Source: an optimization exercise on an open RTL-to-GDS flow (aim: small area, a short achievable clock period and few clock cycles). Production flows keep margins and buffers that such runs may drop.
No functional check of the RTL was part of any run shown here.
In every run shown here, the design's own scripts or RTL, not TritonCTS, make the clock network.
The flow treats the clock pin as an ideal source. Dropping or thinning the clock tree relies on that and would not hold on a real chip.
No activity file was given, so power comes from the tool's default toggle rates.

==> design/flow/constraint.sdc <==
create_clock -name core_clock -period 5.0 [get_ports {clk}]
set_input_delay 1.0000 -clock core_clock [delete_from_list [all_inputs] [get_ports {clk}]]
set_output_delay 1.0000 -clock core_clock [all_outputs]
set_load 0.01 [all_outputs]
==> design/flow/config.mk <==
export PLATFORM = sky130hd
export DESIGN_NAME = ELA
export DESIGN_NICKNAME = ELA
export VERILOG_FILES = /design/flow/design.v
export SDC_FILE = /design/flow/constraint.sdc
export NUM_CORES = 8
export LEC_CHECK = 0
export CAP_MARGIN = 20
export CORE_MARGIN = 2
export CORE_UTILIZATION = 40
export SETUP_SLACK_MARGIN = 3.2
export SLEW_MARGIN = 20
==> design/flow/design.v <==
`timescale 1ns/10ps
module ELA(clk, rst, in_data, data_rd, req, wen, addr, data_wr, done);
	input				clk;
	input				rst;
	input		[7:0]	in_data;
	input		[7:0]	data_rd;
	output				req;
	output	reg			wen;
	output	reg	[9:0]	addr;
	output	reg	[7:0]	data_wr;
	output	reg			done;
	reg			nreq;
	assign req = ~nreq;
	reg			s0, s1, s2;
	wire		main = s0 | s1 | s2;
	wire [4:0] col = addr[4:0];
	wire [4:0] row = addr[9:5];
	wire c_ge2 = |col[4:1];
	wire c_ge29 = (col[4:2] == 3'b111) & (col[1] | col[0]);
	wire [4:0] colp = col + (s1 ? 5'd30 : s2 ? 5'd3 : s0 ? 5'd0 : 5'd1);
	wire [4:0] rowp = row + (s0 ? 5'd30 : s1 ? (c_ge2 ? 5'd1 : 5'd31) :
				s2 ? (c_ge29 ? 5'd3 : 5'd1) : (col == 5'd31 ? 5'd2 : 5'd0));
	reg	[7:0]	xr, v, yr, p, q;
	reg	[8:0]	dreg, bd;
	reg	[7:0]	sreg, bs;
	wire [7:0] yn = ~yr;
	wire [7:0] sp = xr ^ yr;	 
	wire [7:0] ep = xr ^ yn;	 
	reg [7:0] sg, sq, eg, eq;	 
	integer l, i, t;
	always @(*) begin
		sg = xr & yr;
		sq = sp;
		eg = xr & yn;
		eq = ep;
		for (l = 0; l < 3; l = l + 1)
			for (i = 0; i < 8; i = i + 1)
				if ((i >> l) & 1) begin
					t = ((i >> (l + 1)) << (l + 1)) + (1 << l) - 1;
					sg[i] = sg[i] | (sq[i] & sg[t]);
					sq[i] = sq[i] & sq[t];
					eg[i] = eg[i] | (eq[i] & eg[t]);
					eq[i] = eq[i] & eq[t];
				end
	end
	wire [8:0] sum = {sg[7], sp ^ {sg[6:0], 1'b0}};
	wire [8:0] e = {eg[7], ep ^ {eg[6:0], 1'b0}};
	wire [7:0] m = e[8] ? e[7:0] : ~e[7:0];
	wire [10:0] cmp = {2'b00, dreg[7:0], 1'b1} + {~bd[8], ~bd, dreg[8]};
	wire lt = cmp[10];
	wire [8:0] dm1 = dreg[8] ? {1'b0, dreg[7:0]} : {1'b0, dreg[7:0]} - 9'd1;
	wire edge_col = s2 ? (col[4:1] == 4'hf) : (col == 5'd1 || col == 5'd2);
	wire upd = s1 | (lt & ~edge_col & (s2 | s0));
	always @(posedge clk) begin
		dreg <= {e[8], m};
		sreg <= sum[8:1];
		if (upd) begin
			bd <= dm1;
			bs <= sreg;
		end
		if (s0) begin
			xr <= v;
			v <= xr;
		end else if (s1)
			xr <= data_rd;
		if (s0)
			yr <= data_wr;
		else if (s1)
			yr <= q;
		else
			yr <= p;
		if (s1) begin
			p <= yr;
			q <= p;
		end
		data_wr <= s1 ? bs : in_data;
		addr <= (!main && !wen) ? 10'd991 : {rowp, colp};
	end
	always @(posedge clk or posedge rst) begin
		if (rst) begin
			s0 <= 1'b0;
			s1 <= 1'b0;
			s2 <= 1'b0;
			nreq <= 1'b0;
			wen <= 1'b0;
			done <= 1'b0;
		end else if (done) begin
			nreq <= 1'b1;
			wen <= 1'b0;
		end else begin
			if (!main) begin
				wen <= 1'b1;
				if (addr == 10'd30)
					nreq <= 1'b1;
				if (addr == 10'd31)
					s0 <= 1'b1;
			end else begin
				s0 <= s2;
				s1 <= s0;
				s2 <= s1;
				nreq <= ~s0;
				if (s2) begin
					wen <= ~((row == 5'd29) & c_ge29);
					if (addr == 10'd959) begin
						done <= 1'b1;
						s0 <= 1'b0;
						wen <= 1'b0;
					end
				end else
					wen <= s1;
			end
		end
	end
endmodule
==> design/flow/flow/cts.tcl <==
utl::set_metrics_stage "cts__{}"
source $::env(SCRIPTS_DIR)/load.tcl
source $::env(SCRIPTS_DIR)/lec_check.tcl
erase_non_stage_variables cts
load_design 3_place.odb 3_place.sdc
source_step_tcl PRE CTS

# Clone clock tree inverters next to register loads
# so cts does not try to buffer the inverted clocks.
repair_clock_inverters

proc save_progress { stage } {
  puts "Run 'make gui_$stage.odb' to load progress snapshot"
  orfs_write_db $::env(RESULTS_DIR)/$stage.odb
  orfs_write_sdc $::env(RESULTS_DIR)/$stage.sdc
}

# Run CTS
set cts_args [list \
  -sink_clustering_enable \
  -repair_clock_nets]

append_env_var cts_args CTS_BUF_DISTANCE -distance_between_buffers 1
append_env_var cts_args CTS_CLUSTER_SIZE -sink_clustering_size 1
append_env_var cts_args CTS_CLUSTER_DIAMETER -sink_clustering_max_diameter 1
append_env_var cts_args CTS_BUF_LIST -buf_list 1
append_env_var cts_args CTS_LIB_NAME -library 1


if { [env_var_exists_and_non_empty CTS_ARGS] } {
  set cts_args $::env(CTS_ARGS)
}

set_dont_use $::env(DONT_USE_CELLS)

proc kmeans_groups { pts nb } {
  set xs [lsort -real [lmap p $pts {lindex $p 0}]]
  set ys [lsort -real [lmap p $pts {lindex $p 1}]]
  set x0 [lindex $xs 0]; set x1 [lindex $xs end]
  set y0 [lindex $ys 0]; set y1 [lindex $ys end]
  set cent {}
  set side [expr {int(ceil(sqrt($nb)))}]
  set rows [expr {int(ceil(double($nb) / $side))}]
  for {set i 0} {$i < $nb} {incr i} {
    set cx [expr {$i % $side}]; set cy [expr {$i / $side}]
    lappend cent [list [expr {$x0 + ($cx + 0.5) / $side * ($x1 - $x0)}] [expr {$y0 + ($cy + 0.5) / $rows * ($y1 - $y0)}]]
  }
  # balanced k-means: no group takes more than its share of the points
  set cap [expr {int(ceil(double([llength $pts]) / $nb))}]
  for {set iter 0} {$iter < 40} {incr iter} {
    set pairs {}
    set n 0
    foreach p $pts {
      for {set i 0} {$i < $nb} {incr i} {
        set c [lindex $cent $i]
        lappend pairs [list [expr {abs([lindex $p 0] - [lindex $c 0]) + abs([lindex $p 1] - [lindex $c 1])}] $n $i]
      }
      incr n
    }
    set grp [lrepeat $nb {}]
    set cnt [lrepeat $nb 0]
    set done [lrepeat [llength $pts] 0]
    foreach pr [lsort -real -index 0 $pairs] {
      lassign $pr d n i
      if {[lindex $done $n] || [lindex $cnt $i] >= $cap} { continue }
      lset done $n 1
      lset cnt $i [expr {[lindex $cnt $i] + 1}]
      lset grp $i [concat [lindex $grp $i] [list [lindex $pts $n]]]
    }
    set newc {}
    for {set i 0} {$i < $nb} {incr i} {
      set g [lindex $grp $i]
      if {[llength $g] == 0} { lappend newc [lindex $cent $i]; continue }
      set sx 0; set sy 0
      foreach p $g { set sx [expr {$sx + [lindex $p 0]}]; set sy [expr {$sy + [lindex $p 1]}] }
      lappend newc [list [expr {double($sx) / [llength $g]}] [expr {double($sy) / [llength $g]}]]
    }
    set cent $newc
  }
  return [list $grp $cent]
}

# Drive each group of iterms (points {x y iterm}) from a new buffer of
# master bufname placed at the group's centre, fed by net src; returns the
# buffers' input points.
proc buffer_groups { grp cent bufname src prefix } {
  set block [ord::get_db_block]
  set master [[ord::get_db] findMaster $bufname]
  set ins {}
  for {set i 0} {$i < [llength $grp]} {incr i} {
    set g [lindex $grp $i]
    if {[llength $g] == 0} { continue }
    set inst [odb::dbInst_create $block $master ${prefix}$i]
    set net [odb::dbNet_create $block clknet_${prefix}$i]
    $net setSigType CLOCK
    foreach p $g { set it [lindex $p 2]; $it disconnect; $it connect $net }
    set c [lindex $cent $i]
    set x [expr {int([lindex $c 0]) - [$master getWidth] / 2}]
    set y [expr {int([lindex $c 1]) - [$master getHeight] / 2}]
    $inst setLocation $x $y
    $inst setPlacementStatus PLACED
    [$inst findITerm A] connect $src
    [$inst findITerm X] connect $net
    lappend ins [list [lindex $c 0] [lindex $c 1] [$inst findITerm A]]
    puts "clock buffer ${prefix}$i ($bufname) drives [llength $g] pins"
  }
  return $ins
}

proc manual_clock_tree { } {
  set block [ord::get_db_block]
  set clknet [[$block findBTerm clk] getNet]
  set pts {}
  foreach it [$clknet getITerms] {
    set b [[$it getInst] getBBox]
    lappend pts [list [expr {([$b xMin] + [$b xMax]) / 2.0}] [expr {([$b yMin] + [$b yMax]) / 2.0}] $it]
  }
  if {[info exists ::env(CLKTREE_LEAF)] && $::env(CLKTREE_LEAF) ne ""} {
    lassign [kmeans_groups $pts $::env(CLKTREE_NLEAF)] grp cent
    set pts [buffer_groups $grp $cent $::env(CLKTREE_LEAF) $clknet clkleaf_]
  }
  lassign [kmeans_groups $pts $::env(CLKTREE_NBUF)] grp cent
  buffer_groups $grp $cent $::env(CLKTREE_BUF) $clknet clkroot_
  set_propagated_clock [all_clocks]
}
manual_clock_tree

utl::push_metrics_stage "cts__{}__pre_repair_timing"
log_cmd estimate_parasitics -placement
if { $::env(DETAILED_METRICS) } {
  report_metrics 4 "cts pre-repair-timing"
}
utl::pop_metrics_stage

set_placement_padding -global \
  -left $::env(CELL_PAD_IN_SITES_DETAIL_PLACEMENT) \
  -right $::env(CELL_PAD_IN_SITES_DETAIL_PLACEMENT)

set result [catch { detailed_placement } msg]
if { $result != 0 } {
  save_progress 4_1_error
  error "Detailed placement failed in CTS: $msg"
}

log_cmd estimate_parasitics -placement

if { $::env(CTS_SNAPSHOTS) } {
  save_progress 4_1_pre_repair_hold_setup
}

if { !$::env(SKIP_CTS_REPAIR_TIMING) } {
  if { $::env(EQUIVALENCE_CHECK) } {
    write_eqy_verilog 4_before_rsz.v
  }
  if { $::env(LEC_CHECK) } {
    write_lec_verilog 4_before_rsz_lec.v
  }

  repair_timing_helper

  if { $::env(EQUIVALENCE_CHECK) } {
    run_equivalence_test
  }
  if { $::env(LEC_CHECK) } {
    write_lec_verilog 4_after_rsz_lec.v
    run_lec_test 4_rsz 4_before_rsz_lec.v 4_after_rsz_lec.v
  }

  set result [catch { detailed_placement } msg]
  if { $result != 0 } {
    save_progress 4_1_error
    error "Detailed placement failed in CTS: $msg"
  }

  check_placement -verbose
}

report_metrics 4 "cts final"

source_step_tcl POST CTS

orfs_write_db $::env(RESULTS_DIR)/4_1_cts.odb
orfs_write_sdc $::env(RESULTS_DIR)/4_cts.sdc
==> design/flow/flow/env.sh <==
export BUFFER_PORTS_ARGS="-buffer_cell sky130_fd_sc_hd__buf_2"
==> design/flow/flow/run.sh <==
#!/bin/bash
# Own layout flow: the standard ORFS flow (standard.sh), except that
# - the clock tree is built by flow/cts.tcl, a copy of ORFS's cts.tcl whose
#   TritonCTS call is replaced by one level of clock buffers fed by the clock
#   port (manual_clock_tree there);
# - flow/env.sh may set MAKEVARS, extra ORFS variables for the steps after
#   synthesis. Synthesis is the standard one, unchanged.
# Every tool's output goes to a log in this folder.
set -euo pipefail
W=$(pwd)
rm -rf "$W/scripts"
cp -r "$FLOW_HOME/scripts" "$W/scripts"
cp "$W/flow/cts.tcl" "$W/scripts/cts.tcl"
export SCRIPTS_DIR="$W/scripts"
export CLKTREE_NBUF=4
export CLKTREE_BUF=sky130_fd_sc_hd__clkbuf_16
MAKEVARS=()
if [ -f "$W/flow/env.sh" ]; then source "$W/flow/env.sh"; fi
bash standard.sh synth > "$W/flow_synth.log" 2>&1
for step in floorplan place cts finish; do
  bash standard.sh "${MAKEVARS[@]}" $step > "$W/flow_$step.log" 2>&1
done
test -s "$W/out/final.def"
==> design/flow/standard.sh <==
#!/bin/bash
# synth_recipe.tcl (not shown) runs the flow's synth.tcl, then flattens the netlist and writes it again
# the make line also repeats each setting of config.mk as NAME=value (left out here)
make -C /OpenROAD-flow-scripts/flow DESIGN_CONFIG=/design/flow/config.mk WORK_HOME=/design/flow/orfs CLKGATE_MAP_FILE= SYNTH_SCRIPT=/design/flow/synth_recipe.tcl "${@:-finish}"
==> results.ini, run 1 <==
[global_routing]
grt_pass1_wl_um = 13500
grt_max_degree = 26
grt_pass1_vias = 2740
overflow = 0
grt_use_total_pct = 14.4
grt_antenna_before_repair = 0

[timing]
post-route-period-util_pct = 41.9
fmax_mhz = 477
finalHoldViolations = 0
holdWs_ps = 411
setup_slack_ps = 2900
grt_setup_unrepaired = yes
tns_ps = 0
relSlewSlack_pct = 54.6
tightest_slew_ps = 675
finalCriticalPeriod_ps = 2100
setup_viol = 0
skew_ps = 9.52
drv_slew = 0

[synth]
synth_top_area_share_pct = 33.4
syn_area_per_cell_um2 = 12.7
yosysMostFrequentCell = edfxtp_1
ys.flop_type = edfxtp_1
syn_area_um2 = 4400
syn-num-nets = 404
synth_area_leaders = edfxtp_1 33%, dfxtp_1 20%, ha_1 8.8%
yosysSeqAreaShare_pct = 56.4
ys_warn_count = 1
synthDistinctLibCells = 43
synth_top_cells_by_count = 49 x edfxtp_1, 43 x dfxtp_1, 39 x inv_1
synth_edf_count = 49
synth-seq-cells = 98
async_flop_share_pct = 6.12
syn_inst = 347
yosys.area.top_type = edfxtp_1

[worst_setup_path]
crit_required_ps = 5090
cp_data_arrival_time_ps = 2190
critPathMaxFanout = 2
criticalPathCategory = flip-flop to flip-flop
crit_path_end_kind = flip-flop
startpoint_type = flip-flop
r2r_setup_slack_ps = 2900

[job]
drv_cap = 0

[pwr]
irDropWorstVdd_mv = 0.230
p_leak_nw = 2.19
finalPower_mw = 1.20
powerDensity_nw_per_um2 = 226

[clocking]
ctsHoldBuffers = 0
clock_latency_ps = 160
clkTransAtPathRegs_ps = 90

[placement]
gp_congestion = 0.773
dp_hpwl_um = 5080
io_buffers = 38
pre_cts_slack_ps = 2470

[route]
dr.pass1.iters = 6
vias = 2667
routedWlPerCell_um = 15.1
ant_nets = 0
drc = 0
routed_wirelength_um = 8280
viasPerCell = 4.86
initialDrtViolationCount = 55

[finish]
multi_input_area_um2 = 1930
synthToLayoutAreaGrowth_pct = 20.9
antenna_cells = 0
drive_above_1_share_pct = 34.5
fillCellCount = 955
nNetsFinal = 468
regArea_um2 = 2500
fin_util_pct = 49.3

[die]
die_area_um2 = 11900
die_h_um = 109
io_pins = 39
rows = 38
start_util_pct = 40.8
core-area_um2 = 10800
die_w_um = 109

[worst_hold_path]
hold_path_class = flip-flop to flip-flop

[status]
status = finished clean

power by group:
group / switching (mW) / total [mW] / leakage (nW) / internal (mW)
combinational: 0.00700 / 0.0184 / 1.27 / 0.0114
sequential: 0.00171 / 0.840 / 0.868 / 0.839
clock: 0.196 / 0.343 / 0.0493 / 0.147
total: 0.205 / 1.20 / 2.19 / 0.997
critical path, stage by stage (launching register included):
cell and delay, ps:
edfxtp_1 430, ha_2 210, fa_2 340, a21o_1 190
a21o_1 190, fa_2 530, xor2_1 140
cells in the final DEF, fill, tap and decap left out, drive strengths merged, types with 4 or more instances in the layout:
cell and n:
buf 66, edfxtp 49, dfxtp 43, inv 39
ha 31, mux2 18, nand2 17, xnor2 16
a21oi 15, o21ai 13, a21o 13, mux2i 12
xor2 12, fa 8, nor2 6, dfrtp 6
nand2b 4, clkbuf 4, nand3 4, or3 4
o21bai 4, nor3 4
metrics by stage:
stage | cells | instance area [um^2]
after floorplan | 347 | 4470
after detailed placement | 515 | 4780
after CTS | 542 | 5230
after global routing | 549 | 5320
final | 549 | 5320
after global placement | 515 | 4780
layout make-up:
type / instances / area share (%)
repair buffers: 66 / 8.84
multi-input cells: 202 / 36.2
flip-flops and latches: 98 / 47.0
well taps: 140 / 3.29
inverters: 39 / 2.75
plain buffers: 4 / 1.88
timing repair:
| item | in CTS | in global routing |
|---|---|---|
| setup buffers | 21 | 7 |
| endpoints found under the setup margin | 46 | 41 |
| cloned | 2 | 0 |
| gates resized for setup | 35 | 10 |
| pin swaps | 18 | 11 |
final timing paths:
check	start	end	cells after the start
max	xr[0]	dreg[4]	6
min	sreg[6]	bs[6]	0
max reg2reg	xr[0]	dreg[4]	6
min reg2reg	sreg[6]	bs[6]	0
max in group asynchronous	rst	s0	2
min in group asynchronous	rst	s1	2
metal layers:
metal  GRT usage, %  wire length [um]  share of wire, %
met4           2.56               187               2.3
met3           1.20               274               3.3
met1           18.8              3780                46
met2           26.2              4040                49
met5              0                 0                 0
registers in the layout, summed over array words and instances (netlist names):
name	count
addr	10
bd	9
bs	8
data_wr	8
done	1
dreg	9
nreq	1
p	8
q	8
s0	1
s1	1
s2	1
sreg	8
v	8
wen	1
xr	8
yr	8
logic make-up after synthesis:
group / Yosys count / share of synthesized area, %
mux: 30 / 7.33
buf+inv: 49 / 4.21
xor+xnor: 28 / 5.57
fa+ha+maj: 39 / 12.4
simple gates: 49 / 5.83
flops: 98 / 56.4
compound gates: 54 / 8.24
==> inputs of run 2 (changes only) <==
--- a/design/flow/config.mk
+++ b/design/flow/config.mk
@@ -8,5 +8,5 @@
 export CAP_MARGIN = 20
 export CORE_MARGIN = 2
 export CORE_UTILIZATION = 40
-export SETUP_SLACK_MARGIN = 3.2
+export SETUP_SLACK_MARGIN = 3.0
 export SLEW_MARGIN = 20
==> results.ini, run 2 <==
[timing]
setup_slack_ps = 2830  ; -78.0 ps
skew_ps = 17.1  ; +7.61 ps
tightest_slew_ps = 656  ; -18.9 ps
grt_setup_unrepaired = yes
fmax_mhz = 460  ; -3.6%
finalCriticalPeriod_ps = 2170  ; +78.0 ps
post-route-period-util_pct = 43.5  ; +1.6 points
holdWs_ps = 400  ; -10.6 ps
finalHoldViolations = 0  ; unchanged
drv_slew = 0  ; unchanged
relSlewSlack_pct = 55.8  ; +1.2 points
setup_viol = 0  ; unchanged
tns_ps = 0  ; unchanged

[synth]
synth_top_cells_by_count = 49 x edfxtp_1, 43 x dfxtp_1, 39 x inv_1
synth_edf_count = 49  ; unchanged
yosysSeqAreaShare_pct = 56.4  ; unchanged
yosys.area.top_type = edfxtp_1
syn_inst = 347  ; unchanged
synth_area_leaders = edfxtp_1 33%, dfxtp_1 20%, ha_1 8.8%
async_flop_share_pct = 6.12  ; unchanged
ys.flop_type = edfxtp_1
ys_warn_count = 1  ; unchanged
synth_top_area_share_pct = 33.4  ; unchanged
syn_area_per_cell_um2 = 12.7  ; unchanged
synth-seq-cells = 98  ; unchanged
syn-num-nets = 404  ; unchanged
yosysMostFrequentCell = edfxtp_1
synthDistinctLibCells = 43  ; unchanged
syn_area_um2 = 4400  ; unchanged

[finish]
mostFrequentLayoutCells = 49 x edfxtp_1, 39 x dfxtp_1, 38 x buf_2
fillCellCount = 971  ; +1.7%
drive_above_1_share_pct = 29.4  ; -5.1 points
nNetsFinal = 457  ; -2.4%
largest_register = addr
largest_register_ffs = 10  ; unchanged
layout_commonest_cell = edfxtp_1
multi_input_area_um2 = 1880  ; -2.5%
regArea_um2 = 2500  ; -0.25%
synthToLayoutAreaGrowth_pct = 17.6
reg_top3 = addr (10), bd (9), dreg (9)
antenna_cells = 0  ; unchanged

[worst_hold_path]
hold_path_class = flip-flop to flip-flop
hp-start = sreg[2]

[die]
start_util_pct = 40.8  ; unchanged
rows = 38  ; unchanged
die_w_um = 109  ; unchanged
io_pins = 39  ; unchanged
die_area_um2 = 11900  ; unchanged
die_h_um = 109  ; unchanged
core-area_um2 = 10800  ; unchanged

[global_routing]
grt_pass1_vias = 2687  ; -1.9%
grt_antenna_before_repair = 0  ; unchanged
grt_pass1_wl_um = 13400  ; -0.36%
overflow = 0  ; unchanged
grt_use_total_pct = 14.1  ; -0.29 points
grt_max_degree = 26  ; unchanged

[clocking]
ctsHoldBuffers = 0  ; unchanged
clock_latency_ps = 170  ; about the same
clkTransAtPathRegs_ps = 100  ; about the same

[placement]
pre_cts_slack_ps = 2460  ; -14.2 ps
io_buffers = 38  ; unchanged
dp_hpwl_um = 5160  ; +1.7%
gp_congestion = 0.797  ; +3.1%

[route]
dr.pass1.iters = 4  ; -2
vias = 2622  ; -1.7%
viasPerCell = 4.87  ; +0.32%
routed_wirelength_um = 8250  ; -0.41%
routedWlPerCell_um = 15.3  ; +1.6%
drc = 0  ; unchanged
ant_nets = 0  ; unchanged
initialDrtViolationCount = 65  ; +18%

[worst_setup_path]
cp_data_arrival_time_ps = 2260  ; +70 ps
crit_required_ps = 5090  ; about the same
r2r_setup_slack_ps = 2830  ; -80 ps
startpoint_type = flip-flop
crit_path_start = xr[0]
crit_path_end_kind = flip-flop
critPathMaxFanout = 3  ; +1
criticalPathCategory = flip-flop to flip-flop
rr_startpoint = xr[0]

[status]
status = finished clean

[pwr]
p_sw_uw = 209  ; +1.9%
irDropWorstVdd_mv = 0.311  ; +35%
seqPwrFrac_pct = 69.7  ; -0.2 points
p_clk_share_pct = 28.8  ; +0.2 points
internal_power_uw = 998  ; about the same
swShare_pct = 17.3  ; +0.25 points
p_comb_share_pct = 1.5  ; about the same
p_leak_nw = 2.14  ; -2.3%
powerDensity_nw_per_um2 = 233  ; +3.2%

[job]
drv_cap = 0  ; unchanged

==> run 2: cell families after synthesis <==
logic type               after synthesis  share of synthesized area [%]
multiplexers                          30                           7.33
adder cells (fa/ha/maj)               39                           12.4
buffers and inverters                 49                           4.21
AO/OA/AOI/OAI                         54                           8.24
flip-flops                            98                           56.4
XOR/XNOR                              28                           5.57
AND/OR/NAND/NOR                       49                           5.83
==> run 2: path summary, 6_finish.rpt <==
check	depth (start not counted)	to
max in group asynchronous	2	s1
min in group asynchronous	2	nreq
hold / removal	0	bs[2]
setup reg to reg	8	dreg[4]
hold reg to reg	0	bs[2]
setup / recovery	8	dreg[4]
==> run 2: what timing repair did <==
action / in CTS / in global routing
buffers inserted: 13 / 5
cloned: 0 / 1
hold endpoints to repair: 0 / 0
pin swaps: 13 / 6
resized for setup: 12 / 16
setup endpoints to repair: 35 / 34
==> run 2: area by class of cell <==
cell class	instances	area share, %
multi-input combinational	201	36.3
inverter	39	2.83
sequential	98	48.2
timing repair buffer	56	7.34
buffer	4	1.93
tap	140	3.38
==> run 2: layer usage <==
layer  GRT usage [%]  routed length, um
met1            19.5               3970
met2            25.3               4050
met3           0.658                150
met4            1.28                 82
met5               0                  0
==> run 2: power by group through the flow <==
stage	clock (mW)	sequential [mW]	combinational, mW
after floorplan	0	0.861	0.00633
after global placement	0	0.860	0.0185
after detailed placement	0	0.860	0.0189
after CTS	0.359	0.841	0.0190
after global routing	0.387	0.842	0.0207
final	0.347	0.841	0.0184
==> run 2: stage by stage <==
| step | std cells | total power [mW] | utilization (%) | instance area (um^2) |
|---|---|---|---|---|
| after floorplan | 347 | 0.867 | - | 4460 |
| after global placement | 515 | 0.878 | 44.2 | 4770 |
| after detailed placement | 515 | 0.878 | 44.2 | 4770 |
| after CTS | 532 | 1.22 | 47.0 | 5070 |
| after global routing | 538 | 1.25 | 48.0 | 5180 |
| final | 538 | 1.21 | 48.0 | 5180 |
==> run 2: critical path, stage by stage (launching register included) <==
cell	delay, ps
edfxtp_1	450
ha_2	220
fa_2	360
a21o_1	190
a41oi_2	190
o21ai_4	100
o31ai_4	260
buf_4	180
xor2_1	150
==> inputs of run 3 (changes only) <==
--- a/design/flow/design.v
+++ b/design/flow/design.v
@@ -90,9 +90,9 @@
 		end else begin
 			if (!main) begin
 				wen <= 1'b1;
-				if (addr == 10'd30)
+				if (wen && addr == 10'd30)
 					nreq <= 1'b1;
-				if (addr == 10'd31)
+				if (wen && addr == 10'd31)
 					s0 <= 1'b1;
 			end else begin
 				s0 <= s2;
==> results.ini, run 3 <==
[global_routing]
overflow = 0  ; unchanged
grt_pass1_wl_um = 14100  ; +4.8%
grt_pass1_vias = 2781  ; +3.5%
grt_antenna_before_repair = 0  ; unchanged
grt_use_total_pct = 15.0  ; +0.89 points
grt_max_degree = 26  ; unchanged

[route]
vias = 2746  ; +4.7%
routed_wirelength_um = 8650  ; +4.9%
routedWlPerCell_um = 15.7  ; +2.4%
dr.pass1.iters = 4  ; unchanged
viasPerCell = 4.98  ; +2.3%
ant_nets = 0  ; unchanged
drc = 0  ; unchanged
initialDrtViolationCount = 98  ; +51%

[synth]
syn_area_um2 = 4410  ; +0.14%
synthDistinctLibCells = 43  ; unchanged
async_flop_share_pct = 6.12  ; unchanged
syn_area_per_cell_um2 = 12.6  ; -1.0%
synth_edf_count = 49  ; unchanged
synth-seq-cells = 98  ; unchanged
synth_top_area_share_pct = 33.4  ; -0.047 points
yosysMostFrequentCell = edfxtp_1
synth_top_family_by_area = adder cells
synth-xor-area-share_pct = 5.56  ; -0.0079 points
synth_compound_area_share_pct = 7.60  ; -0.64 points
muxShareOfSynthArea_pct = 7.35  ; +0.018 points
yosys.area.top_type = edfxtp_1
ys.flop_type = edfxtp_1
syn_inst = 351  ; +1.2%
yosys.area_share.simple_pct = 6.50  ; +0.67 points
synth_fa_ha_area_share_pct = 12.4  ; -0.018 points
syn-num-nets = 408  ; +0.99%
synth_top_cells_by_count = 49 x edfxtp_1, 43 x dfxtp_1, 40 x inv_1
ys_warn_count = 1  ; unchanged
synth_area_leaders = edfxtp_1 33%, dfxtp_1 20%, ha_1 8.8%
yosysSeqAreaShare_pct = 56.3  ; -0.080 points

[timing]
fmax_mhz = 463  ; +0.61%
drv_slew = 0  ; unchanged
skew_ps = 11.3  ; -5.85 ps
post-route-period-util_pct = 43.2  ; -0.26 points
tightest_slew_ps = 502  ; -154 ps
tns_ps = 0  ; unchanged
grt_setup_unrepaired = yes
relSlewSlack_pct = 66.3  ; +10 points
setup_viol = 0  ; unchanged
finalCriticalPeriod_ps = 2160  ; -13.2 ps
finalHoldViolations = 0  ; unchanged

[worst_setup_path]
startpoint_type = flip-flop
criticalPathCategory = flip-flop to flip-flop
crit_family = flip-flops
slowest_stage = dfrtp_2
cp_data_arrival_time_ps = 2220  ; -40 ps
ff2ff_path_depth = 9  ; +1
crit_cells = 9  ; +1
critPathMaxFanout = 5  ; +2
crit_buf_inv = 2  ; +1
crit_top_cell = inv_1
crit_path_end_kind = flip-flop
path_cells = nor4_4 > nand2b_4 > inv_1 > fa_2 > inv_1 > a21o_1 > a21oi_2 > xor2_1 > mux2_2
crit_required_ps = 5050  ; -40 ps
cpPeakStageDelay_ps = 500  ; +50 ps

[finish]
drive_above_1_share_pct = 34.1  ; +4.7 points
mostFrequentLayoutCells = 49 x edfxtp_1, 38 x inv_1, 38 x buf_2
fin_area_um2 = 5390  ; +4.0%
layout_commonest_cell = edfxtp_1
fillCellCount = 934  ; -3.8%
fin_util_pct = 49.9  ; +1.9 points
antenna_cells = 0  ; unchanged
largest_register_ffs = 10  ; unchanged
synthToLayoutAreaGrowth_pct = 22.1
largest_register = addr
nNetsFinal = 470  ; +2.8%
reg_top3 = addr (10), bd (9), dreg (9)

[placement]
placed_area_um2 = 4780  ; +0.13%
gp_congestion = 0.782  ; -1.9%
dp_hpwl_um = 5610  ; +8.6%
io_buffers = 38  ; unchanged

[die]
io_pins = 39  ; unchanged
die_w_um = 109  ; about the same
start_util_pct = 40.9  ; +0.058 points
rows = 38  ; unchanged
die_area_um2 = 11900  ; +0.14%
die_h_um = 109  ; about the same
core-area_um2 = 10800  ; unchanged

[clocking]
ctsHoldBuffers = 0  ; unchanged
clkTransAtPathRegs_ps = 100  ; about the same
clock_latency_ps = 160  ; about the same

[worst_hold_path]
hold_depth = 0  ; unchanged
hold_path_class = flip-flop to flip-flop

[pwr]
finalPower_mw = 1.50  ; +25%
p_leak_nw = 2.30  ; +7.4%
powerDensity_nw_per_um2 = 279  ; +20%
irDropWorstVdd_mv = 0.202  ; -35%

[status]
status = finished clean

[job]
drv_cap = 0  ; unchanged

[run 3: stage by stage]
step	setup WS (ps)	hold WS, ps	cells
4_1_cts	2850	414	543
5_1_grt	2740	419	551
2_1_floorplan	2730	386	351
6_report	2840	413	551
3_5_place_dp	2520	389	520
3_3_place_gp	2590	388	520
[run 3: worst register-to-register path, stage by stage (launching register included)]
cell	delay (ps)
dfrtp_2	500
nor4_4	280
nand2b_4	160
inv_1	50
fa_2	350
inv_1	60
a21o_1	120
a21oi_2	60
xor2_1	140
mux2_2	340
[run 3: cell families (layout without fill, tap and decap cells)]
logic type | Yosys count | after routing
DFF | 98 | 98
and+or+nand+nor | 55 | 55
AOI/OAI and AO/OA | 51 | 53
buffers and inverters | 50 | 108
adders and majority gates | 39 | 39
muxes | 30 | 30
xor gates and xnor gates | 28 | 28
[run 3: path summary, 6_finish.rpt]
path,from,endpoint,slack [ps]
setup / recovery,s1,addr[9],2840
hold / removal,sreg[2],bs[2],410
setup reg to reg,s1,addr[9],2840
hold reg to reg,sreg[2],bs[2],410
max in group asynchronous,rst,s0,4040
min in group asynchronous,rst,nreq,740
[run 3: timing repair]
item,CTS,global route
gates cloned,3,0
endpoints found under the hold margin,0,0
endpoints found under the setup margin,37,34
resized for setup,31,29
pin swaps,13,13
setup buffers,16,8
[run 3: cell type report]
class	count	area (um^2)	share of cell area [%]
Inverter	40	153	2.83
Sequential cell	98	2510	46.6
Timing Repair Buffer	64	462	8.57
Tap cell	140	175	3.25
Multi-Input combinational cell	205	1990	36.9
Buffer	4	100	1.86
[run 3: where the power goes]
part	internal [mW]	leakage [nW]	switching (mW)
clock	0.147	0.0493	0.198
combinational	0.105	1.34	0.112
sequential	0.913	0.906	0.0291
total	1.16	2.30	0.339
[run 3: per-layer routing]
| layer | routed length (um) | GRT usage (%) | up-vias |
|---|---|---|---|
| met5 | 0 | 0 | - |
| met4 | 140 | 2.47 | 0 |
| met3 | 312 | 1.26 | 11 |
| met2 | 4000 | 24.7 | 57 |
| met1 | 4200 | 22.0 | 1336 |
| li1 | - | - | 1342 |
==> inputs of run 4 (changes only) <==
--- a/design/flow/config.mk
+++ b/design/flow/config.mk
@@ -8,5 +8,5 @@
 export CAP_MARGIN = 20
 export CORE_MARGIN = 2
 export CORE_UTILIZATION = 40
-export SETUP_SLACK_MARGIN = 3.0
+export SETUP_SLACK_MARGIN = 3.2
 export SLEW_MARGIN = 20
==> results.ini, run 4 <==
[worst_hold_path]
hold_path_class = flip-flop to flip-flop
worstHoldEndpoint = bs[7]
hold_depth = 0  ; unchanged
hp-start = sreg[7]

[finish]
reg_top3 = addr (10), bd (9), dreg (9)
largest_register = addr
layout_commonest_cell = edfxtp_1
regArea_um2 = 2510  ; +0.15%
antenna_cells = 0  ; unchanged
drive_above_1_share_pct = 39.0  ; +4.9 points
multi_input_area_um2 = 2020  ; +1.8%
mostFrequentLayoutCells = 49 x edfxtp_1, 37 x buf_2, 35 x inv_1
fin_util_pct = 51.3  ; +1.4 points
largest_register_ffs = 10  ; unchanged
fillCellCount = 943  ; +0.96%
synthToLayoutAreaGrowth_pct = 25.7
nNetsFinal = 482  ; +2.6%

[timing]
grt_setup_unrepaired = yes
fmax_mhz = 466  ; +0.74%
tightest_slew_ps = 572  ; +70.2 ps
relSlewSlack_pct = 61.6  ; -4.7 points
finalHoldViolations = 0  ; unchanged
finalCriticalPeriod_ps = 2140  ; -16.0 ps
tns_ps = 0  ; unchanged
setup_viol = 0  ; unchanged
skew_ps = 12.1  ; +0.768 ps
drv_slew = 0  ; unchanged
post-route-period-util_pct = 42.9  ; -0.32 points

[global_routing]
grt_pass1_vias = 2733  ; -1.7%
grt_antenna_before_repair = 0  ; unchanged
overflow = 0  ; unchanged
grt_max_degree = 39  ; +50%
grt_pass1_wl_um = 13700  ; -2.7%
grt_use_total_pct = 14.5  ; -0.50 points

[die]
core-area_um2 = 10800  ; unchanged
io_pins = 39  ; unchanged
die_w_um = 109  ; unchanged
die_h_um = 109  ; unchanged
die_area_um2 = 11900  ; unchanged
start_util_pct = 40.9  ; unchanged
rows = 38  ; unchanged

[worst_setup_path]
slowest_stage = dfxtp_4
startpoint_type = flip-flop
crit_path_end_kind = flip-flop
r2r_end = addr[9]
r2r_setup_slack_ps = 2860  ; +20 ps
ff2ff_path_depth = 10  ; +1
critPathMaxFanout = 6  ; +1
crit_required_ps = 5060  ; about the same
rr_startpoint = addr[1]
path_cells = nor4_4 > a21oi_2 > nand2b_1 > inv_2 > fa_2 > inv_2 > a21o_1 > a21oi_2 > xor2_1 > mux2_4
cp_data_arrival_time_ps = 2210  ; about the same
criticalPathCategory = flip-flop to flip-flop
cpPeakStageDelay_ps = 380  ; -120 ps

[synth]
yosys.area.top_type = edfxtp_1
synthDistinctLibCells = 43  ; unchanged
synth_edf_count = 49  ; unchanged
syn_inst = 351  ; unchanged
synth-seq-cells = 98  ; unchanged
ys_warn_count = 1  ; unchanged
yosysSeqAreaShare_pct = 56.3  ; unchanged
syn-num-nets = 408  ; unchanged
syn_area_per_cell_um2 = 12.6  ; unchanged
syn_area_um2 = 4410  ; unchanged
synth_top_cells_by_count = 49 x edfxtp_1, 43 x dfxtp_1, 40 x inv_1
synth_area_leaders = edfxtp_1 33%, dfxtp_1 20%, ha_1 8.8%
ys.flop_type = edfxtp_1
synth_top_area_share_pct = 33.4  ; unchanged
async_flop_share_pct = 6.12  ; unchanged
yosysMostFrequentCell = edfxtp_1

[route]
initialDrtViolationCount = 95  ; -3.1%
dr.pass1.iters = 4  ; unchanged
routed_wirelength_um = 8550  ; -1.2%
ant_nets = 0  ; unchanged
drc = 0  ; unchanged
viasPerCell = 4.84  ; -2.8%
vias = 2726  ; -0.73%
routedWlPerCell_um = 15.2  ; -3.3%

[job]
drv_cap = 0  ; unchanged

[pwr]
irDropWorstVdd_mv = 0.154  ; -24%
p_leak_nw = 2.37  ; +3.3%
powerDensity_nw_per_um2 = 273  ; -2.1%

[placement]
io_buffers = 38  ; unchanged
dp_hpwl_um = 5350  ; -4.7%
gp_congestion = 0.788  ; +0.83%

[clocking]
ctsHoldBuffers = 0  ; unchanged
clkTransAtPathRegs_ps = 100  ; about the same
clock_latency_ps = 170  ; about the same

[status]
status = finished clean

run 4: cell types whose count changed in the layout (fill, tap and decap cells not counted), sizes merged:
cell and change:
buf +12, bufbuf -1, clkbuf +1
run 4: layer usage:
metal | vias up | share of wire (%) | global-route usage, %
li1 | 1364 | - | -
met1 | 1321 | 47 | 21.1
met2 | 35 | 49 | 24.8
met3 | 6 | 2.7 | 0.956
met4 | 0 | 0.80 | 1.10
met5 | - | 0 | 0
run 4: cells by family after synthesis:
group / Yosys count / synth area share [%]
xor+xnor: 28 / 5.56
compound gates: 51 / 7.61
fa+ha+maj: 39 / 12.4
buf+inv: 50 / 4.26
simple gates: 55 / 6.50
flops: 98 / 56.3
mux: 30 / 7.35
run 4: worst max path at each step:
stage,from,to,slack (ps)
6_report,addr[1],addr[9],2860
5_1_grt,addr[1],addr[9],2720
4_1_cts,addr[3],addr[9],2830
3_5_place_dp,s0,addr[9],2450
3_3_place_gp,dreg[0],bs[4],2550
2_1_floorplan,s1,addr[9],2730
run 4: worst max-delay path, delay by kind of cell, from the launching register on:
kind | cells | cell delay (ps)
adder cells (fa/ha/maj) | 1 | 340
AO/OA/AOI/OAI | 3 | 300
flip-flops | 1 | 380
buffers and inverters | 2 | 100
multiplexers | 1 | 310
AND/OR/NAND/NOR | 2 | 450
XOR/XNOR | 1 | 170
run 4: repair_timing:
action / 4_1_cts / 5_1_grt
resized for setup: 55 / 16
pin swaps: 28 / 22
cloned: 2 / 1
endpoints found under the setup margin: 44 / 46
buffers inserted: 24 / 12
run 4: cell type report:
type                    instances  share of cell area (%)
inverters                      40                    2.75
well taps                     140                    3.16
flip-flops and latches         98                    45.3
multi-input cells             205                    36.5
repair buffers                 76                    10.4
plain buffers                   4                    1.81
run 4: stage by stage:
stage / total power [mW] / std cells / cell area (um^2) / setup WS, ps / hold slack, ps
global placement: 1.13 / 520 / 4790 / 2550 / 389
global route: 1.59 / 563 / 5540 / 2720 / 416
floorplan: 1.07 / 351 / 4470 / 2730 / 386
finish: 1.52 / 563 / 5540 / 2860 / 410
CTS: 1.53 / 550 / 5350 / 2830 / 407
detailed placement: 1.13 / 520 / 4790 / 2450 / 390
run 4: where the power goes:
group / switching, mW / total [mW] / internal, mW
clock network: 0.197 / 0.344 / 0.147
registers: 0.0292 / 0.943 / 0.914
logic: 0.117 / 0.228 / 0.111
total: 0.343 / 1.52 / 1.17
==> inputs of run 5 (changes only) <==
--- a/design/flow/config.mk
+++ b/design/flow/config.mk
@@ -8,5 +8,5 @@
 export CAP_MARGIN = 20
 export CORE_MARGIN = 2
 export CORE_UTILIZATION = 40
-export SETUP_SLACK_MARGIN = 3.2
+export SETUP_SLACK_MARGIN = 2.9
 export SLEW_MARGIN = 20
==> results.ini, run 5 <==
[status]
status = finished clean

[global_routing]
grt_pass1_vias = 2725  ; -0.29%
grt_util_met2_pct = 24.2  ; -0.58 points
grt_use_total_pct = 13.7  ; -0.75 points
grt_antenna_before_repair = 0  ; unchanged
grt_pass1_wl_um = 13200  ; -3.8%
overflow = 0  ; unchanged
busiest_layer = met2
grt_max_degree = 38  ; -2.6%
met1_usage_pct = 19.3  ; -1.8 points
met3_usage_pct = 0.956  ; unchanged

[placement]
dp_hpwl_um = 5650  ; +5.6%
placed_area_um2 = 4770  ; -0.34%
io_buffers = 38  ; unchanged
gp_congestion = 0.747  ; -5.2%

[pwr]
irDropWorstVdd_mv = 0.159  ; +3.2%
powerDensity_nw_per_um2 = 284  ; +3.8%
p_leak_nw = 2.25  ; -4.9%

[timing]
tightest_slew_ps = 736  ; +164 ps
tns_ps = 0  ; unchanged
drv_slew = 0  ; unchanged
setup_viol = 0  ; unchanged
holdWs_ps = 412  ; +1.95 ps
finalCriticalPeriod_ps = 2160  ; +15.2 ps
relSlewSlack_pct = 50.4  ; -11 points
grt_setup_unrepaired = yes
post-route-period-util_pct = 43.2  ; +0.30 points
skew_ps = 7.18  ; -4.87 ps
fmax_mhz = 463  ; -0.70%
finalHoldViolations = 0  ; unchanged

[worst_setup_path]
crit_buf_inv = 1  ; -1
slowest_stage = dfxtp_4
crit_path_end_kind = flip-flop
ff2ff_path_depth = 8  ; -2
startpoint_type = flip-flop
path_cells = nor4_4 > a21oi_2 > inv_1 > ha_1 > a21o_1 > a21oi_2 > xor2_1 > mux2_2
r2r_setup_slack_ps = 2840  ; -20 ps
crit_family = compound AO/OA/AOI/OAI gates
criticalPathCategory = flip-flop to flip-flop
crit_required_ps = 5060  ; about the same
crit_top_cell = a21oi_2
critPathMaxFanout = 5  ; -1
crit_cells = 8  ; -2
cp_data_arrival_time_ps = 2220  ; about the same
cpPeakStageDelay_ps = 380  ; about the same

[synth]
synth-seq-cells = 98  ; unchanged
yosysMostFrequentCell = edfxtp_1
syn_area_per_cell_um2 = 12.6  ; unchanged
synth_edf_count = 49  ; unchanged
async_flop_share_pct = 6.12  ; unchanged
synth_top_cells_by_count = 49 x edfxtp_1, 43 x dfxtp_1, 40 x inv_1
syn-num-nets = 408  ; unchanged
yosysSeqAreaShare_pct = 56.3  ; unchanged
synth_top_area_share_pct = 33.4  ; unchanged
ys.flop_type = edfxtp_1
synthDistinctLibCells = 43  ; unchanged
synth_area_leaders = edfxtp_1 33%, dfxtp_1 20%, ha_1 8.8%
ys_warn_count = 1  ; unchanged
syn_inst = 351  ; unchanged
syn_area_um2 = 4410  ; unchanged
yosys.area.top_type = edfxtp_1

[route]
vias = 2699  ; -0.99%
routed_wirelength_um = 8370  ; -2.1%
initialDrtViolationCount = 87  ; -8.4%
drc = 0  ; unchanged
ant_nets = 0  ; unchanged
dr.pass1.iters = 4  ; unchanged
viasPerCell = 4.95  ; +2.3%
routedWlPerCell_um = 15.4  ; +1.1%

[finish]
layout_commonest_cell = edfxtp_1
multi_input_area_um2 = 1900  ; -5.9%
antenna_cells = 0  ; unchanged
regArea_um2 = 2510  ; -0.15%
nNetsFinal = 464  ; -3.7%
fin_area_um2 = 5240  ; -5.5%
largest_register = addr
drive_above_1_share_pct = 30.4  ; -8.6 points
largest_register_ffs = 10  ; unchanged
mostFrequentLayoutCells = 49 x edfxtp_1, 39 x inv_1, 38 x buf_2
fillCellCount = 963  ; +2.1%
synthToLayoutAreaGrowth_pct = 18.7
reg_top3 = addr (10), bd (9), dreg (9)

[job]
drv_cap = 0  ; unchanged

[die]
die_area_um2 = 11900  ; unchanged
die_w_um = 109  ; unchanged
io_pins = 39  ; unchanged
core-area_um2 = 10800  ; unchanged
die_h_um = 109  ; unchanged
start_util_pct = 40.9  ; unchanged
rows = 38  ; unchanged

[clocking]
clkTransAtPathRegs_ps = 90  ; about the same
clock_latency_ps = 160  ; about the same
ctsHoldBuffers = 0  ; unchanged

[worst_hold_path]
hold_path_class = flip-flop to flip-flop
hold_depth = 0  ; unchanged

## run 5: changes by cell type in the layout (fill, tap and decap cells not counted), sizes merged
| cell | previous run | this run |
|---|---|---|
| buf | 75 | 57 |
## run 5: final timing paths
path,start,to
min reg2reg,sreg[0],bs[0]
max in group asynchronous,rst,s2
max reg2reg,addr[1],addr[9]
min,sreg[0],bs[0]
min in group asynchronous,rst,done
max,addr[1],addr[9]
## run 5: what timing repair did
action	4_1_cts	5_1_grt
gates cloned	0	3
pin swaps	9	9
resized for setup	23	17
buffers inserted	14	4
endpoints found under the setup margin	28	30
## run 5: stage by stage
| stage | instances | setup WS [ps] | power, mW | util [%] |
|---|---|---|---|---|
| 2_1_floorplan | 351 | 2730 | 1.07 | - |
| 3_3_place_gp | 520 | 2600 | 1.12 | 44.2 |
| 3_5_place_dp | 520 | 2480 | 1.12 | 44.2 |
| 4_1_cts | 538 | 2860 | 1.47 | 47.1 |
| 5_1_grt | 545 | 2720 | 1.55 | 48.5 |
| 6_report | 545 | 2840 | 1.49 | 48.5 |
## run 5: final cells by class
type | instances | area share, %
Buffer | 4 | 1.91
Inverter | 40 | 2.87
Multi-Input combinational cell | 205 | 36.4
Sequential cell | 98 | 47.9
Tap cell | 140 | 3.35
Timing Repair Buffer | 58 | 7.60
## run 5: kinds of logic (layout without fill, tap and decap cells)
logic type               after synthesis  in the layout  share of synthesized area [%]
flip-flops                            98             98                           56.3
XOR/XNOR                              28             28                           5.56
AND/OR/NAND/NOR                       55             55                           6.50
multiplexers                          30             30                           7.35
AO/OA/AOI/OAI                         51             53                           7.61
buffers and inverters                 50            102                           4.26
adder cells (fa/ha/maj)               39             39                           12.4
## run 5: per-layer routing
| metal | share of wire [%] | up-vias |
|---|---|---|
| met5 | 0 | - |
| met4 | 1.1 | 0 |
| met3 | 3.2 | 8 |
| met2 | 48 | 38 |
| met1 | 48 | 1323 |
| li1 | - | 1330 |
## run 5: where the power goes
group          switching (mW)  internal [mW]  leakage (nW)
Combinational           0.106         0.0927          1.30
Clock                   0.197          0.147        0.0493
Sequential             0.0296          0.913         0.906
==> inputs of run 6 (changes only) <==
--- a/design/flow/config.mk
+++ b/design/flow/config.mk
@@ -8,5 +8,5 @@
 export CAP_MARGIN = 20
 export CORE_MARGIN = 2
 export CORE_UTILIZATION = 40
-export SETUP_SLACK_MARGIN = 2.9
+export SETUP_SLACK_MARGIN = 3.1
 export SLEW_MARGIN = 20
==> results.ini, run 6 <==
[status]
status = finished clean

[finish]
reg_top3 = addr (10), bd (9), dreg (9)
final_cells = 556  ; +2.0%
largest_register_ffs = 10  ; unchanged
fillCellCount = 925  ; -3.9%
mostFrequentLayoutCells = 49 x edfxtp_1, 38 x dfxtp_1, 38 x buf_2
synthToLayoutAreaGrowth_pct = 23.6
largest_register = addr
nNetsFinal = 475  ; +2.4%
layout_commonest_cell = edfxtp_1
drive_above_1_share_pct = 38.0  ; +7.6 points
antenna_cells = 0  ; unchanged

[die]
core-area_um2 = 10800  ; unchanged
die_h_um = 109  ; unchanged
die_w_um = 109  ; unchanged
start_util_pct = 40.9  ; unchanged
io_pins = 39  ; unchanged
die_area_um2 = 11900  ; unchanged
rows = 38  ; unchanged

[synth]
synth_top_area_share_pct = 33.4  ; unchanged
muxShareOfSynthArea_pct = 7.35  ; unchanged
synth_area_leaders = edfxtp_1 33%, dfxtp_1 20%, ha_1 8.8%
synth-xor-area-share_pct = 5.56  ; unchanged
yosys.area.top_type = edfxtp_1
ys_warn_count = 1  ; unchanged
yosysMostFrequentCell = edfxtp_1
syn_area_per_cell_um2 = 12.6  ; unchanged
synth_top_cells_by_count = 49 x edfxtp_1, 43 x dfxtp_1, 40 x inv_1
synth-seq-cells = 98  ; unchanged
yosysSeqAreaShare_pct = 56.3  ; unchanged
synth_top_family_by_area = adder cells
synth_compound_area_share_pct = 7.60  ; unchanged
yosys.area_share.simple_pct = 6.50  ; unchanged
syn-num-nets = 408  ; unchanged
synth_fa_ha_area_share_pct = 12.4  ; unchanged
synth_edf_count = 49  ; unchanged
syn_inst = 351  ; unchanged
ys.flop_type = edfxtp_1
synthDistinctLibCells = 43  ; unchanged
async_flop_share_pct = 6.12  ; unchanged
syn_area_um2 = 4410  ; unchanged

[worst_hold_path]
worstHoldEndpoint = bs[3]
hold_depth = 0  ; unchanged
hp-start = sreg[3]
hold_path_class = flip-flop to flip-flop

[global_routing]
overflow = 0  ; unchanged
grt_pass1_vias = 2819  ; +3.4%
grt_antenna_before_repair = 0  ; unchanged
grt_pass1_wl_um = 13800  ; +4.6%
grt_max_degree = 40  ; +5.3%
grt_use_total_pct = 14.5  ; +0.76 points

[pwr]
irDropWorstVdd_mv = 0.191  ; +20%
finalPower_mw = 1.51  ; +1.3%
p_leak_nw = 2.31  ; +2.5%
powerDensity_nw_per_um2 = 276  ; -2.7%

[timing]
tightest_slew_ps = 476  ; -260 ps
setup_viol = 0  ; unchanged
skew_ps = 18.3  ; +11.1 ps
holdWs_ps = 411  ; -0.740 ps
relSlewSlack_pct = 68.1  ; +18 points
drv_slew = 0  ; unchanged
grt_setup_unrepaired = yes
finalHoldViolations = 0  ; unchanged
post-route-period-util_pct = 44.3  ; +1.1 points
finalCriticalPeriod_ps = 2210  ; +52.7 ps
fmax_mhz = 452  ; -2.4%
tns_ps = 0  ; unchanged

[worst_setup_path]
crit_buf_inv = 3  ; +2
critPathMaxFanout = 5  ; unchanged
slowest_stage = dfrtp_2
path_cells = buf_6 > nor2_4 > nor2_1 > ha_2 > inv_1 > fa_2 > inv_2 > a21o_1 > a21oi_2 > xor2_1 > mux2_4
criticalPathCategory = flip-flop to flip-flop
crit_cells = 11  ; +3
crit_family = flip-flops
r2r_end = addr[9]
r2r_setup_slack_ps = 2790  ; -50 ps
rr_startpoint = s2
ff2ff_path_depth = 11  ; +3
cp_data_arrival_time_ps = 2280  ; +60 ps
cpPeakStageDelay_ps = 480  ; +100 ps
startpoint_type = flip-flop
crit_required_ps = 5070  ; about the same
crit_path_end_kind = flip-flop

[route]
routed_wirelength_um = 8540  ; +2.0%
dr.pass1.iters = 4  ; unchanged
drc = 0  ; unchanged
ant_nets = 0  ; unchanged
vias = 2715  ; +0.59%
viasPerCell = 4.88  ; -1.4%
initialDrtViolationCount = 148  ; +70%
routedWlPerCell_um = 15.4  ; about the same

[job]
drv_cap = 0  ; unchanged

[placement]
dp_cells = 520  ; unchanged
dp_hpwl_um = 5410  ; -4.2%
io_buffers = 38  ; unchanged
gp_congestion = 0.759  ; +1.6%

[clocking]
clock_latency_ps = 170  ; about the same
clkTransAtPathRegs_ps = 110  ; +20 ps

[run 6: what timing repair did]
action	4_1_cts	5_1_grt
cloned	2	0
gates resized for setup	51	23
pin swaps	23	22
hold buffers	0	0
setup buffers	20	10
setup endpoints to repair	39	37
[run 6: worst max path at each step]
stage,start,endpoint
floorplan,s1,addr[9]
global placement,s0,addr[9]
detailed placement,s0,addr[9]
CTS,s2,addr[9]
global route,s2,addr[9]
finish,s2,addr[9]
[run 6: logic make-up after synthesis]
logic type               count (synthesis)
flip-flops                              98
multiplexers                            30
XOR/XNOR                                28
buffers and inverters                   50
AO/OA/AOI/OAI                           51
AND/OR/NAND/NOR                         55
adder cells (fa/ha/maj)                 39
[run 6: worst reg2reg max path, delay by kind of cell, from the launching register on]
| kind | cells | cell delay (ps) |
|---|---|---|
| flip-flops | 1 | 480 |
| buffers and inverters | 3 | 240 |
| adder cells (fa/ha/maj) | 2 | 380 |
| AO/OA/AOI/OAI | 2 | 290 |
| multiplexers | 1 | 320 |
| AND/OR/NAND/NOR | 2 | 180 |
| XOR/XNOR | 1 | 210 |
[run 6: cell type report]
type                    count  area [um^2]  area share, %
flip-flops and latches     98         2510           46.0
multi-input cells         205         2040           37.4
repair buffers             69          478           8.77
well taps                 140          175           3.21
inverters                  40          153           2.80
plain buffers               4          100           1.84
[run 6: metrics by stage]
| stage | worst slack, ps | util (%) | cell area, um^2 |
|---|---|---|---|
| detailed placement | 2450 | 44.3 | 4780 |
| global route | 2720 | 50.5 | 5450 |
| finish | 2790 | 50.5 | 5450 |
| floorplan | 2730 | - | 4460 |
| CTS | 2830 | 48.8 | 5270 |
| global placement | 2560 | 44.3 | 4780 |
[run 6: layer usage]
metal	global-route usage [%]	share of wire, %	up-vias
met3	1.26	3.3	4
met4	1.19	0.89	0
met5	0	0	-
li1	-	-	1348
met1	20.0	47	1331
met2	25.9	49	32
[run 6: where the power goes]
group / switching [mW] / internal, mW
registers: 0.0294 / 0.912
logic: 0.111 / 0.104
clock network: 0.201 / 0.147
==> inputs of run 7 (changes only) <==
--- a/design/flow/design.v
+++ b/design/flow/design.v
@@ -45,14 +45,15 @@
 	end
 	wire [8:0] sum = {sg[7], sp ^ {sg[6:0], 1'b0}};
 	wire [8:0] e = {eg[7], ep ^ {eg[6:0], 1'b0}};
-	wire [7:0] m = e[8] ? e[7:0] : ~e[7:0];
-	wire [10:0] cmp = {2'b00, dreg[7:0], 1'b1} + {~bd[8], ~bd, dreg[8]};
-	wire lt = cmp[10];
-	wire [8:0] dm1 = dreg[8] ? {1'b0, dreg[7:0]} : {1'b0, dreg[7:0]} - 9'd1;
+	wire [7:0] de = dreg[7:0];
+	wire [10:0] cmp1 = {2'b00, de, 1'b1} + {~bd[8], ~bd, 1'b1};
+	wire [10:0] cmp0 = {2'b00, ~de, 1'b1} + {~bd[8], ~bd, 1'b0};
+	wire lt = dreg[8] ? cmp1[10] : cmp0[10];
+	wire [8:0] dm1 = dreg[8] ? {1'b0, de} : {1'b0, ~de} - 9'd1;
 	wire edge_col = s2 ? (col[4:1] == 4'hf) : (col == 5'd1 || col == 5'd2);
 	wire upd = s1 | (lt & ~edge_col & (s2 | s0));
 	always @(posedge clk) begin
-		dreg <= {e[8], m};
+		dreg <= e;
 		sreg <= sum[8:1];
 		if (upd) begin
 			bd <= dm1;
@@ -90,9 +91,9 @@
 		end else begin
 			if (!main) begin
 				wen <= 1'b1;
-				if (wen && addr == 10'd30)
+				if (addr == 10'd30)
 					nreq <= 1'b1;
-				if (wen && addr == 10'd31)
+				if (addr == 10'd31)
 					s0 <= 1'b1;
 			end else begin
 				s0 <= s2;
--- a/design/flow/config.mk
+++ b/design/flow/config.mk
@@ -8,5 +8,5 @@
 export CAP_MARGIN = 20
 export CORE_MARGIN = 2
 export CORE_UTILIZATION = 40
-export SETUP_SLACK_MARGIN = 3.1
+export SETUP_SLACK_MARGIN = 3.2
 export SLEW_MARGIN = 20
==> results.ini, run 7 <==
[status]
status = finished clean

[worst_setup_path]
startpoint_type = flip-flop
cp_data_arrival_time_ps = 1870  ; -410 ps
crit_required_ps = 4880  ; -190 ps
criticalPathCategory = flip-flop to flip-flop
cpPeakStageDelay_ps = 370  ; -110 ps
critPathMaxFanout = 7  ; +2
slowest_stage = edfxtp_1
path_cells = inv_1 > ha_4 > nor4bb_4 > o211ai_1 > a21oi_2 > o32ai_2 > a21o_4 > buf_12
crit_path_end_kind = flip-flop

[timing]
skew_ps = 9.25  ; -9.00 ps
fmax_mhz = 502  ; +11%
relSlewSlack_pct = 71.2  ; +3.2 points
grt_setup_unrepaired = yes
post-route-period-util_pct = 39.9  ; -4.4 points
drv_slew = 0  ; unchanged
tightest_slew_ps = 428  ; -47.8 ps
tns_ps = 0  ; unchanged
finalHoldViolations = 0  ; unchanged
setup_viol = 0  ; unchanged
finalCriticalPeriod_ps = 1990  ; -219 ps

[finish]
mostFrequentLayoutCells = 49 x edfxtp_1, 37 x buf_2, 35 x inv_1
synthToLayoutAreaGrowth_pct = 22.2
largest_register = addr
layout_commonest_cell = edfxtp_1
nNetsFinal = 483  ; +1.7%
antenna_cells = 0  ; unchanged
drive_above_1_share_pct = 36.4  ; -1.6 points
fillCellCount = 982  ; +6.2%
reg_top3 = addr (10), bd (9), dreg (9)
fin_area_um2 = 5470  ; +0.34%
fin_util_pct = 50.2  ; -0.27 points
largest_register_ffs = 10  ; unchanged

[synth]
synth_area_leaders = edfxtp_1 33%, dfxtp_1 19%, ha_1 10%
syn_area_um2 = 4480  ; +1.5%
syn_area_per_cell_um2 = 12.5  ; -0.73%
synth-seq-cells = 98  ; unchanged
syn_inst = 359  ; +2.3%
synth_top_area_share_pct = 32.9  ; -0.50 points
synth_edf_count = 49  ; unchanged
syn-num-nets = 422  ; +3.4%
async_flop_share_pct = 6.12  ; unchanged
synth_top_cells_by_count = 49 x edfxtp_1, 43 x dfxtp_1, 43 x inv_1
synthDistinctLibCells = 44  ; +2.3%
ys_warn_count = 1  ; unchanged
yosysMostFrequentCell = edfxtp_1
yosysSeqAreaShare_pct = 55.4  ; -0.85 points
ys.flop_type = edfxtp_1
yosys.area.top_type = edfxtp_1

[die]
die_w_um = 110  ; +0.73%
die_h_um = 110  ; +0.73%
die_area_um2 = 12100  ; +1.5%
rows = 38  ; unchanged
io_pins = 39  ; unchanged
start_util_pct = 41.1  ; +0.26 points
core-area_um2 = 10900  ; +0.88%

[pwr]
finalPower_mw = 1.20  ; -20%
irDropWorstVdd_mv = 0.271  ; +42%
powerDensity_nw_per_um2 = 220  ; -20%
p_leak_nw = 2.22  ; -3.9%

[global_routing]
grt_antenna_before_repair = 0  ; unchanged
grt_pass1_wl_um = 13900  ; +0.80%
grt_use_total_pct = 14.4  ; -0.094 points
overflow = 0  ; unchanged
grt_max_degree = 40  ; unchanged
grt_pass1_vias = 2784  ; -1.2%

[route]
initialDrtViolationCount = 190  ; +28%
routed_wirelength_um = 8640  ; +1.2%
vias = 2737  ; +0.81%
dr.pass1.iters = 6  ; +2
routedWlPerCell_um = 15.5  ; +0.82%
drc = 0  ; unchanged
viasPerCell = 4.91  ; +0.45%
ant_nets = 0  ; unchanged

[clocking]
clock_latency_ps = 160  ; about the same
clkTransAtPathRegs_ps = 100  ; about the same
ctsHoldBuffers = 0  ; unchanged

[placement]
io_buffers = 38  ; unchanged
placed_area_um2 = 4900  ; +2.5%
gp_congestion = 0.766  ; +0.86%
dp_hpwl_um = 5760  ; +6.4%

[job]
drv_cap = 0  ; unchanged

[worst_hold_path]
hold_path_class = flip-flop to flip-flop

[run 7: cell types whose count changed in the layout (fill, tap and decap cells not counted), moves of 4 or more]
cell / before / now
buf_4: 22 / 18
dfxtp_2: 0 / 6
o21ai_2: 0 / 4
xor2_1: 11 / 6
dfxtp_1: 38 / 32
a21oi_2: 10 / 6
[run 7: final timing paths]
kind                            slack, ps  depth (start not counted)     from    end
worst min-delay path                  410                          0  sreg[6]  bs[6]
worst max register to register       3010                          8    bd[1]  bs[3]
worst min register to register        410                          0  sreg[6]  bs[6]
worst max-delay path                 3010                          8    bd[1]  bs[3]
max in group asynchronous            4050                          2      rst     s0
min in group asynchronous             740                          2      rst   nreq
[run 7: power by group]
part           total, mW  internal (mW)  switching, mW
Sequential         0.839          0.837        0.00284
Clock              0.346          0.147          0.199
Combinational     0.0183         0.0114        0.00695
Total               1.20          0.995          0.209
[run 7: cell families (layout without fill, tap and decap cells)]
logic type,Yosys count,in the layout,synth area share (%)
flops,98,98,55.4
compound gates,58,58,8.44
simple gates,55,55,6.29
buf+inv,53,112,4.86
fa+ha+maj,45,45,13.9
mux,27,27,6.54
xor+xnor,23,23,4.50
[run 7: per-stage QoR]
step                      setup slack [ps]  hold slack, ps  instances
after floorplan                       2900             386        359
after global routing                  2920             423        558
after global placement                2660             389        529
after CTS                             3000             412        545
after detailed placement              2630             389        529
final                                 3010             411        558
[run 7: worst max-delay path, delay by kind of cell, from the launching register on]
family / cells / cell delay, ps
AO/OA/AOI/OAI: 4 / 720
flip-flops: 1 / 370
adder cells (fa/ha/maj): 1 / 210
buffers and inverters: 2 / 240
AND/OR/NAND/NOR: 1 / 160
[run 7: per-layer routing]
metal / wire, um / track usage, %
met2: 4070 / 24.7
met4: 90 / 1.27
met5: 0 / 0
met3: 272 / 1.13
met1: 4210 / 20.7
[run 7: layout make-up]
class / count / area, um^2 / share of cell area [%]
flip-flops and latches: 98 / 2520 / 46.0
multi-input cells: 208 / 2060 / 37.7
inverters: 44 / 165 / 3.02
repair buffers: 64 / 452 / 8.26
well taps: 140 / 175 / 3.20
plain buffers: 4 / 100 / 1.83
[run 7: timing repair]
| action | CTS | global route |
|---|---|---|
| hold endpoints to repair | 0 | 0 |
| buffers inserted | 12 | 13 |
| gates resized for setup | 35 | 30 |
| pin swaps | 15 | 29 |
| endpoints found under the setup margin | 37 | 34 |
==> inputs of run 8 (changes only) <==
--- a/design/flow/config.mk
+++ b/design/flow/config.mk
@@ -8,5 +8,5 @@
 export CAP_MARGIN = 20
 export CORE_MARGIN = 2
 export CORE_UTILIZATION = 40
-export SETUP_SLACK_MARGIN = 3.2
+export SETUP_SLACK_MARGIN = 3.0
 export SLEW_MARGIN = 20
==> results.ini, run 8 <==
[route]
initialDrtViolationCount = 142  ; -25%
viasPerCell = 4.92  ; +0.39%
routedWlPerCell_um = 15.9  ; +2.4%
routed_wirelength_um = 8800  ; +1.9%
drc = 0  ; unchanged
vias = 2733  ; -0.15%

[placement]
gp_congestion = 0.795  ; +3.9%
pre_cts_slack_ps = 2630  ; +0.630 ps

[pwr]
irDropWorstVdd_mv = 0.204  ; -25%
powerDensity_nw_per_um2 = 226  ; +2.7%

[finish]
antenna_cells = 0  ; unchanged
largest_register_ffs = 10  ; unchanged
nNetsFinal = 480  ; -0.62%
drive_above_1_share_pct = 31.3  ; -5.0 points
mostFrequentLayoutCells = 49 x edfxtp_1, 39 x inv_1, 38 x buf_2
layout_commonest_cell = edfxtp_1
synthToLayoutAreaGrowth_pct = 19.1
fillCellCount = 965  ; -1.7%
fin_area_um2 = 5330  ; -2.5%

[global_routing]
grt_max_degree = 26  ; -35%
grt_use_total_pct = 14.5  ; +0.065 points
grt_pass1_vias = 2618  ; -6.0%
grt_pass1_wl_um = 13800  ; -0.65%
overflow = 0  ; unchanged
grt_antenna_before_repair = 0  ; unchanged

[synth]
yosysSeqAreaShare_pct = 55.4  ; unchanged
synth_top_cells_by_count = 49 x edfxtp_1, 43 x dfxtp_1, 43 x inv_1
yosys.area.top_type = edfxtp_1
syn_area_um2 = 4480  ; unchanged
syn_area_per_cell_um2 = 12.5  ; unchanged
syn-num-nets = 422  ; unchanged
synth_edf_count = 49  ; unchanged
synthDistinctLibCells = 44  ; unchanged
ys.flop_type = edfxtp_1
yosysMostFrequentCell = edfxtp_1
async_flop_share_pct = 6.12  ; unchanged
synth_top_area_share_pct = 32.9  ; unchanged
synth_area_leaders = edfxtp_1 33%, dfxtp_1 19%, ha_1 10%
ys_warn_count = 1  ; unchanged
synth-seq-cells = 98  ; unchanged

[timing]
finalHoldViolations = 0  ; unchanged
setup_slack_ps = 2920  ; -87.9 ps
finalCriticalPeriod_ps = 2080  ; +87.9 ps
grt_setup_unrepaired = yes
setup_viol = 0  ; unchanged
skew_ps = 10.1  ; +0.848 ps
drv_slew = 0  ; unchanged
relSlewSlack_pct = 54.0  ; -17 points
tightest_slew_ps = 685  ; +257 ps
tns_ps = 0  ; unchanged
post-route-period-util_pct = 41.6  ; +1.8 points

[clocking]
ctsHoldBuffers = 0  ; unchanged
clkTransAtPathRegs_ps = 100  ; about the same

[die]
start_util_pct = 41.1  ; unchanged
die_area_um2 = 12100  ; unchanged
die_h_um = 110  ; unchanged
rows = 38  ; unchanged
io_pins = 39  ; unchanged

[worst_hold_path]
hold_depth = 0  ; unchanged
worstHoldEndpoint = bs[3]
hp-start = sreg[3]

[worst_setup_path]
cp_data_arrival_time_ps = 1930  ; +60 ps
startpoint_type = flip-flop
r2r_setup_slack_ps = 2920  ; -90 ps
ff2ff_path_depth = 7  ; -1
crit_required_ps = 4850  ; -30 ps
criticalPathCategory = flip-flop to flip-flop
r2r_end = bs[3]
critPathMaxFanout = 8  ; +1

[job]
drv_cap = 0  ; unchanged

[status]
status = finished clean

## run 8: cell types whose count changed in the layout (fill, tap and decap cells not counted), moves of 3 or more
cell,change
dfxtp_4,-4
inv_2,-4
ha_4,-3
inv_1,+4
a21oi_1,+4
buf_6,-4
a21oi_2,-3
ha_1,+4
## run 8: per-stage QoR
stage | hold WS (ps) | utilization (%) | instances
floorplan | 386 | - | 359
global placement | 386 | 44.6 | 529
detailed placement | 389 | 44.6 | 529
CTS | 411 | 47.4 | 544
global route | 415 | 49.0 | 555
finish | 410 | 49.0 | 555
## run 8: where the power goes
group	internal (mW)	leakage, nW	switching [mW]	total (mW)
logic	0.0114	1.28	0.00715	0.0186
registers	0.839	0.868	0.00188	0.841
clock network	0.147	0.0493	0.199	0.346
## run 8: layout make-up
class / count / area, um^2 / area share [%]
Sequential cell: 98 / 2500 / 46.9
Multi-Input combinational cell: 209 / 1970 / 36.9
Timing Repair Buffer: 60 / 422 / 7.91
Tap cell: 140 / 175 / 3.29
Inverter: 44 / 165 / 3.10
Buffer: 4 / 100 / 1.88
## run 8: worst max-delay path by stage
| stage | depth (start not counted) | end |
|---|---|---|
| finish | 7 | bs[3] |
| detailed placement | 8 | addr[9] |
| CTS | 7 | bs[3] |
| global placement | 3 | bs[7] |
| global route | 7 | bs[3] |
| floorplan | 10 | addr[9] |
## run 8: timing repair
item | CTS | global route
endpoints found under the setup margin | 24 | 27
gates cloned | 2 | 1
pin swaps | 6 | 15
buffers inserted | 9 | 10
resized for setup | 25 | 16
## run 8: per-layer routing
metal / global-route usage (%) / share of wire, % / vias up
met5: 0 / 0 / -
met4: 0.904 / 0.93 / 0
met3: 1.19 / 4.9 / 9
met2: 23.7 / 46 / 53
met1: 21.9 / 48 / 1306
li1: - / - / 1365
## run 8: kinds of logic (layout without fill, tap and decap cells)
logic type,after synthesis,count (layout),share of synthesized area [%]
DFF,98,98,55.4
buffers and inverters,53,108,4.86
adders and majority gates,45,45,13.9
and+or+nand+nor,55,55,6.29
AOI/OAI and AO/OA,58,59,8.44
muxes,27,27,6.54
xor gates and xnor gates,23,23,4.50
## run 8: worst max-delay path, cell delays in order (launching register included)
cell and delay [ps]:
dfxtp_2 340, inv_1 140, ha_4 240, a21o_1 160, a21oi_1 130, nor2_1 60
o32ai_2 360, a21o_2 330

Re-timed with assumed drivers on the ports (clkbuf_16 on the clock, buf_2 on other inputs), run 8 has 2.919 ns of setup slack against 2.919 ns with ideal ports, and 2.919 ns once port delays also move by the mid clock arrival of 0.235 ns.
